Source: an optimization exercise on an open RTL-to-GDS flow (aim: small area and few clock cycles). Production flows keep margins and buffers that such runs may drop. At most, simulation tests tie the RTL to the original design; equivalence was not proved. No activity file was given, so power comes from the tool's default toggle rates.

==> module F, before the edit <==
module F(
    input empty,
    input [15:0] iu,
    input [15:0] iv,
    input [15:0] offset,
    input [PRECISION-1:0] indatar,
    input [PRECISION-1:0] indatai,
    output read,
    output valid,
    output [15:0] gind,
    output [15:0] cind,
    output [PRECISION-1:0] outdatar,
    output [PRECISION-1:0] outdatai,
    input clk,
    input rst
    );
	parameter PRECISION = 32;
	parameter GSIZE = 32;
	parameter SUPPORT = 7;
	parameter SSIZE = 2*SUPPORT+1;
	reg [3:0] k;	 
	wire last = (k == SSIZE - 1);
	always @(posedge clk)
		if (rst)
			k <= 0;
		else if (!empty)
			k <= last ? 4'd0 : k + 4'd1;
	function [16:0] radd(input [15:0] a, input [15:0] b, input ci);
		integer i;
		reg c;
		begin
			c = ci;
			for (i = 0; i < 16; i = i + 1) begin
				radd[i] = a[i] ^ b[i] ^ c;
				c = (a[i] & b[i]) | (c & (a[i] ^ b[i]));
			end
			radd[16] = c;
		end
	endfunction
	function [31:0] csa(input [15:0] a, input [15:0] b, input [15:0] c);
		csa = {(a & b) | (a & c) | (b & c), a ^ b ^ c};
	endfunction
	function [16:0] padd(input [15:0] a, input [15:0] b, input ci);
		reg [15:0] g, p, gg, pp;
		integer i, j, l;
		begin
			g = a & b;
			p = a ^ b;
			gg = g;
			pp = p;
			gg[0] = g[0] | (p[0] & ci);
			for (l = 0; l < 4; l = l + 1)
				for (i = 0; i < 16; i = i + 1)
					if ((i >> l) & 1) begin
						j = ((i >> (l + 1)) << (l + 1)) + (1 << l) - 1;
						gg[i] = gg[i] | (pp[i] & gg[j]);
						pp[i] = pp[i] & pp[j];
					end
			padd = {gg[15], p ^ {gg[14:0], ci}};
		end
	endfunction
	wire [3:0] n0 = offset[3:0], n1 = offset[7:4], n2 = offset[11:8], n3 = offset[15:12];
	wire [16:0] a = padd(n2, n3, 1'b0);			 
	wire [16:0] p = padd(n0, n1, 1'b0);			 
	wire [16:0] s = padd(p[4:0], a[4:0], 1'b0);		 
	wire [1:0] sh = s[5:4];
	wire [3:0] sl = s[3:0];
	wire e = (sl == 15) || (sl >= 14 && sh != 0) || (sl >= 13 && sh[1]) || (sl >= 12 && sh == 3);
	wire [31:0] dc = csa(n1, a[4:0], k);
	wire [16:0] d = padd(dc[4:0], {dc[20:16], 1'b0}, 1'b0);	 
	wire [16:0] u = radd(n3, a[4], 1'b0);			 
	wire [16:0] bh = padd({u[4:0], a[3:0]}, d[5:4], 1'b0);
	wire [16:0] q = padd({bh[8:0], d[3:0]}, sh, e);
	assign cind = {3'd0, q[12:0]};
	assign valid = !empty;
	assign read = !empty && last;
	wire [16:0] gl = radd(iu[4:0], 5'd25, 1'b0);
	wire [31:0] g1 = csa(iv[10:0], iu[15:5], 11'h7ff);
	wire [31:0] g2 = csa(g1[10:0], {g1[25:16], 1'b0}, k);
	wire [16:0] gh = radd(g2[10:0], {g2[25:16], 1'b0}, gl[5]);
	assign gind = {gh[10:0], gl[4:0]};
	assign outdatar = indatar;
	assign outdatai = indatai;
endmodule
clock: 8.0 ns
lec_check: 0
cap_margin: 20
core_margin: 2
core_utilization: 55
cts_buf_list: sky130_fd_sc_hd__clkbuf_2
cts_cluster_diameter: 200
cts_cluster_size: 20
slew_margin: 20
standard.sh (not shown) runs the stock make flow with config.mk's settings and CLKGATE_MAP_FILE= SYNTH_SCRIPT=/design/flow/synth_recipe.tcl, a recipe that flattens the netlist after the stock synthesis.
==> flow/flow/run.sh <==
#!/bin/bash
# Standard layout with two changes to synthesis: adders stay plain gates
# (no full/half-adder cells) and ABC maps with flow/abc.script.
# Each tool's output goes to a log file in the work folder.
set -e
W=$(pwd)
{ head -n 1 synth_recipe.tcl; cat flow/abc_proc.tcl; tail -n +2 synth_recipe.tcl; } > own_synth.tcl
export MY_ABC_SCRIPT=$W/flow/abc.script MY_ABC_D=4500
bash standard.sh ADDER_MAP_FILE= SYNTH_SCRIPT=$W/own_synth.tcl BUFFER_PORTS_ARGS="-buffer_cell sky130_fd_sc_hd__buf_1" finish > standard.log 2>&1
==> flow/flow/abc.script <==
strash; dch; amap; topo; stime -c
==> flow/flow/abc_proc.tcl <==
# Own ABC script for technology mapping: synth.tcl calls abc with its
# -script and -D; this replaces the script with $MY_ABC_SCRIPT, in which
# {D} stands for the delay target $MY_ABC_D (ps).
proc abc {args} {
  set f [open $::env(MY_ABC_SCRIPT) r]
  set s [string map [list "{D}" $::env(MY_ABC_D)] [read $f]]
  close $f
  set script $::env(OBJECTS_DIR)/own_abc.script
  set f [open $script w]
  puts $f $s
  close $f
  set out {}
  for {set i 0} {$i < [llength $args]} {incr i} {
    set a [lindex $args $i]
    if {$a eq "-script"} { incr i; lappend out -script $script; continue }
    if {$a eq "-D"} { incr i; continue }
    lappend out $a
  }
  yosys abc {*}$out
}
Testbench counts at the start, summed over its fixed seeds: cycles 21,630.
Next try:
--- a/flow/design.v
+++ b/flow/design.v
@@ -94,13 +94,19 @@
 	wire [16:0] p = padd(n0, n1, 1'b0);			 
 	wire [16:0] s = padd(p[4:0], a[4:0], 1'b0);		 
-	wire [1:0] sh = s[5:4];
-	wire [3:0] sl = s[3:0];
-	wire e = (sl == 15) || (sl >= 14 && sh != 0) || (sl >= 13 && sh[1]) || (sl >= 12 && sh == 3);
+	reg [2:0] c;
+	always @(*)
+		case (s[5:0])
+			0, 1, 2, 3, 4, 5, 6, 7, 8, 9, 10, 11, 12, 13, 14: c = 3'd0;
+			15, 16, 17, 18, 19, 20, 21, 22, 23, 24, 25, 26, 27, 28, 29: c = 3'd1;
+			30, 31, 32, 33, 34, 35, 36, 37, 38, 39, 40, 41, 42, 43, 44: c = 3'd2;
+			45, 46, 47, 48, 49, 50, 51, 52, 53, 54, 55, 56, 57, 58, 59: c = 3'd3;
+			default: c = 3'd4;
+		endcase
 	wire [31:0] dc = csa(n1, a[4:0], k);
 	wire [16:0] d = padd(dc[4:0], {dc[20:16], 1'b0}, 1'b0);	 
 	wire [16:0] u = radd(n3, a[4], 1'b0);			 
-	wire [16:0] bh = padd({u[4:0], a[3:0]}, d[5:4], 1'b0);
-	wire [16:0] q = padd({bh[8:0], d[3:0]}, sh, e);
-	assign cind = {3'd0, q[12:0]};
+	wire [16:0] w = padd(d[5:0], c, 1'b0);			 
+	wire [16:0] bh = padd({u[4:0], a[3:0]}, w[5:4], 1'b0);
+	assign cind = {3'd0, bh[8:0], w[3:0]};
 	assign valid = !empty;
 	assign read = !empty && last;
Outcome: The changed run completed without violations. Clock power went up by about 7%. Clock-buffer cell count stays the same. Power went up by 24%. Combinational power went up by 28%. Setup slack gets worse by 0.27 ns. Fmax went down by 3.5%. Hold slack gets worse by 0.031 ns. Routed wire length went up by 21%. Design area went up by 9.6%.
Only the layout flow was run in the second run of this note; the RTL was not checked for function there.

========
The RTL this note starts from:
==> flow/design.v <==
module BUFFER(input [DATA_WIDTH-1:0] data_in,
					input clk,
					input ce,
					input rst,
					output [DATA_WIDTH-1:0] data_out
);
parameter DATA_DEPTH = 4;
parameter DATA_WIDTH = 32;
reg [DATA_DEPTH-1:0] shift_reg [DATA_WIDTH-1:0];
genvar i;
generate
	for (i=0; i < DATA_WIDTH; i=i+1) begin: buffer
		always @(posedge clk) begin
			if (rst==1'b1) begin
				shift_reg[i] <= 0;
			end else begin
				if (ce) begin
					if (DATA_DEPTH<2) begin
						shift_reg[i] <= data_in[i];
					end else begin
						shift_reg[i] <= {shift_reg[i][DATA_DEPTH-2:0], data_in[i]};
					end
				end
			end
		end
		assign data_out[i] = shift_reg[i][DATA_DEPTH-1:DATA_DEPTH-1];
	end
endgenerate
endmodule
`timescale 1ns / 1ps
module F(
    input empty,
    input [15:0] iu,
    input [15:0] iv,
    input [15:0] offset,
    input [PRECISION-1:0] indatar,
    input [PRECISION-1:0] indatai,
    output read,
    output valid,
    output [15:0] gind,
    output [15:0] cind,
    output [PRECISION-1:0] outdatar,
    output [PRECISION-1:0] outdatai,
    input clk,
    input rst
    );
	parameter PRECISION = 32;
	parameter GSIZE = 32;
	parameter SUPPORT = 7;
	parameter SSIZE = 2*SUPPORT+1;
	reg [3:0] k;	 
	wire last = (k == SSIZE - 1);
	always @(posedge clk)
		if (rst)
			k <= 0;
		else if (!empty)
			k <= last ? 4'd0 : k + 4'd1;
	function [16:0] radd(input [15:0] a, input [15:0] b, input ci);
		integer i;
		reg c;
		begin
			c = ci;
			for (i = 0; i < 16; i = i + 1) begin
				radd[i] = a[i] ^ b[i] ^ c;
				c = (a[i] & b[i]) | (c & (a[i] ^ b[i]));
			end
			radd[16] = c;
		end
	endfunction
	function [31:0] csa(input [15:0] a, input [15:0] b, input [15:0] c);
		csa = {(a & b) | (a & c) | (b & c), a ^ b ^ c};
	endfunction
	function [16:0] padd(input [15:0] a, input [15:0] b, input ci);
		reg [15:0] g, p, gg, pp;
		integer i, j, l;
		begin
			g = a & b;
			p = a ^ b;
			gg = g;
			pp = p;
			gg[0] = g[0] | (p[0] & ci);
			for (l = 0; l < 4; l = l + 1)
				for (i = 0; i < 16; i = i + 1)
					if ((i >> l) & 1) begin
						j = ((i >> (l + 1)) << (l + 1)) + (1 << l) - 1;
						gg[i] = gg[i] | (pp[i] & gg[j]);
						pp[i] = pp[i] & pp[j];
					end
			padd = {gg[15], p ^ {gg[14:0], ci}};
		end
	endfunction
	wire [3:0] n0 = offset[3:0], n1 = offset[7:4], n2 = offset[11:8], n3 = offset[15:12];
	wire [16:0] a = padd(n2, n3, 1'b0);			 
	wire [16:0] p = padd(n0, n1, 1'b0);			 
	wire [16:0] s = padd(p[4:0], a[4:0], 1'b0);		 
	wire [1:0] sh = s[5:4];
	wire [3:0] sl = s[3:0];
	wire e = (sl == 15) || (sl >= 14 && sh != 0) || (sl >= 13 && sh[1]) || (sl >= 12 && sh == 3);
	wire [31:0] dc = csa(n1, a[4:0], k);
	wire [16:0] d = padd(dc[4:0], {dc[20:16], 1'b0}, 1'b0);	 
	wire [16:0] u = radd(n3, a[4], 1'b0);			 
	wire [16:0] lo = padd(d[3:0], sh, e);
	wire [16:0] hi = padd({u[4:0], a[3:0]}, d[5:4], lo[4]);
	assign cind = {3'd0, hi[8:0], lo[3:0]};
	assign valid = !empty;
	assign read = !empty && last;
	wire [16:0] gl = radd(iu[4:0], 5'd25, 1'b0);
	wire [31:0] g1 = csa(iv[10:0], iu[15:5], 11'h7ff);
	wire [31:0] g2 = csa(g1[10:0], {g1[25:16], 1'b0}, k);
	wire [16:0] gh = radd(g2[10:0], {g2[25:16], 1'b0}, gl[5]);
	assign gind = {gh[10:0], gl[4:0]};
	assign outdatar = indatar;
	assign outdatai = indatai;
endmodule
clock: 8.0 ns
lec_check: 0
cap_margin: 20
core_margin: 2
core_utilization: 55
cts_buf_list: sky130_fd_sc_hd__clkbuf_2
cts_cluster_diameter: 200
cts_cluster_size: 20
slew_margin: 20
==> flow/flow/abc.script <==
strash; dc2; resub -K 8; dc2; dch -f; amap; topo; stime -c
Scripts as last shown in full above: flow/flow/run.sh, flow/flow/abc_proc.tcl
==> next run, changes <==
--- a/flow/design.v
+++ b/flow/design.v
@@ -99,9 +99,9 @@
 	wire [31:0] dc = csa(n1, a[4:0], k);
 	wire [16:0] d = padd(dc[4:0], {dc[20:16], 1'b0}, 1'b0);	 
 	wire [16:0] u = radd(n3, a[4], 1'b0);			 
-	wire [16:0] lo = padd(d[3:0], sh, e);
-	wire [16:0] hi = padd({u[4:0], a[3:0]}, d[5:4], lo[4]);
-	assign cind = {3'd0, hi[8:0], lo[3:0]};
+	wire [16:0] bh = padd({u[4:0], a[3:0]}, d[5:4], 1'b0);
+	wire [16:0] q = padd({bh[8:0], d[3:0]}, sh, e);
+	assign cind = {3'd0, q[12:0]};
 	assign valid = !empty;
 	assign read = !empty && last;
 	wire [16:0] gl = radd(iu[4:0], 5'd25, 1'b0);
After rerunning:
- register-to-register slack barely changes
- wire length decreases by roughly a tenth
- global-route usage shrinks by 4.7 points
- die area is higher by a few percent
- first-iteration DRC count goes down by a quarter to a third
- worst setup slack improved by 0.11 ns
- via count rises by a few percent
- sequential share of layout area hardly moves
- power is higher slightly
Testbench counts after the change, summed over its fixed seeds: cycles 21,630.
The RTL of the first run of this note was laid out without a check of its function.

-- what the ideal ports hide --
Ports are ideal in the flow. The routed layouts listed here were re-timed in OpenROAD. Step 1: set_driving_cell puts a clkbuf_16 on clk and a buf_2 on each other input, an assumption about the parent block. Step 2 adds t to the input delays and takes it off the output delays; t is the mean of the earliest and latest rising clock arrival at the registers after step 1. Input paths then give back, and output paths get back, about the clock's delay inside the block. Slacks: ideal / step 1 / step 2; pairs: ideal / step 1.
run	t (ns)	slack for setup (ns)	worst setup path after step 2	cell pins on the clock port's net
the first run of note 1	0.213	0.538 / 0.516 / 0.516	input to output	1
the second run of note 1	0.231	0.268 / 0.245 / 0.245	input to output	1
the first run of note 2	0.215	0.595 / 0.570 / 0.570	input to output	1
the second run of note 2	0.223	0.706 / 0.683 / 0.683	input to output	1
After both steps every run listed still meets setup and hold. The setup slack of the first run of note 2, which loses most, moves by -0.025 ns with the drivers and by -0.025 ns with both steps.
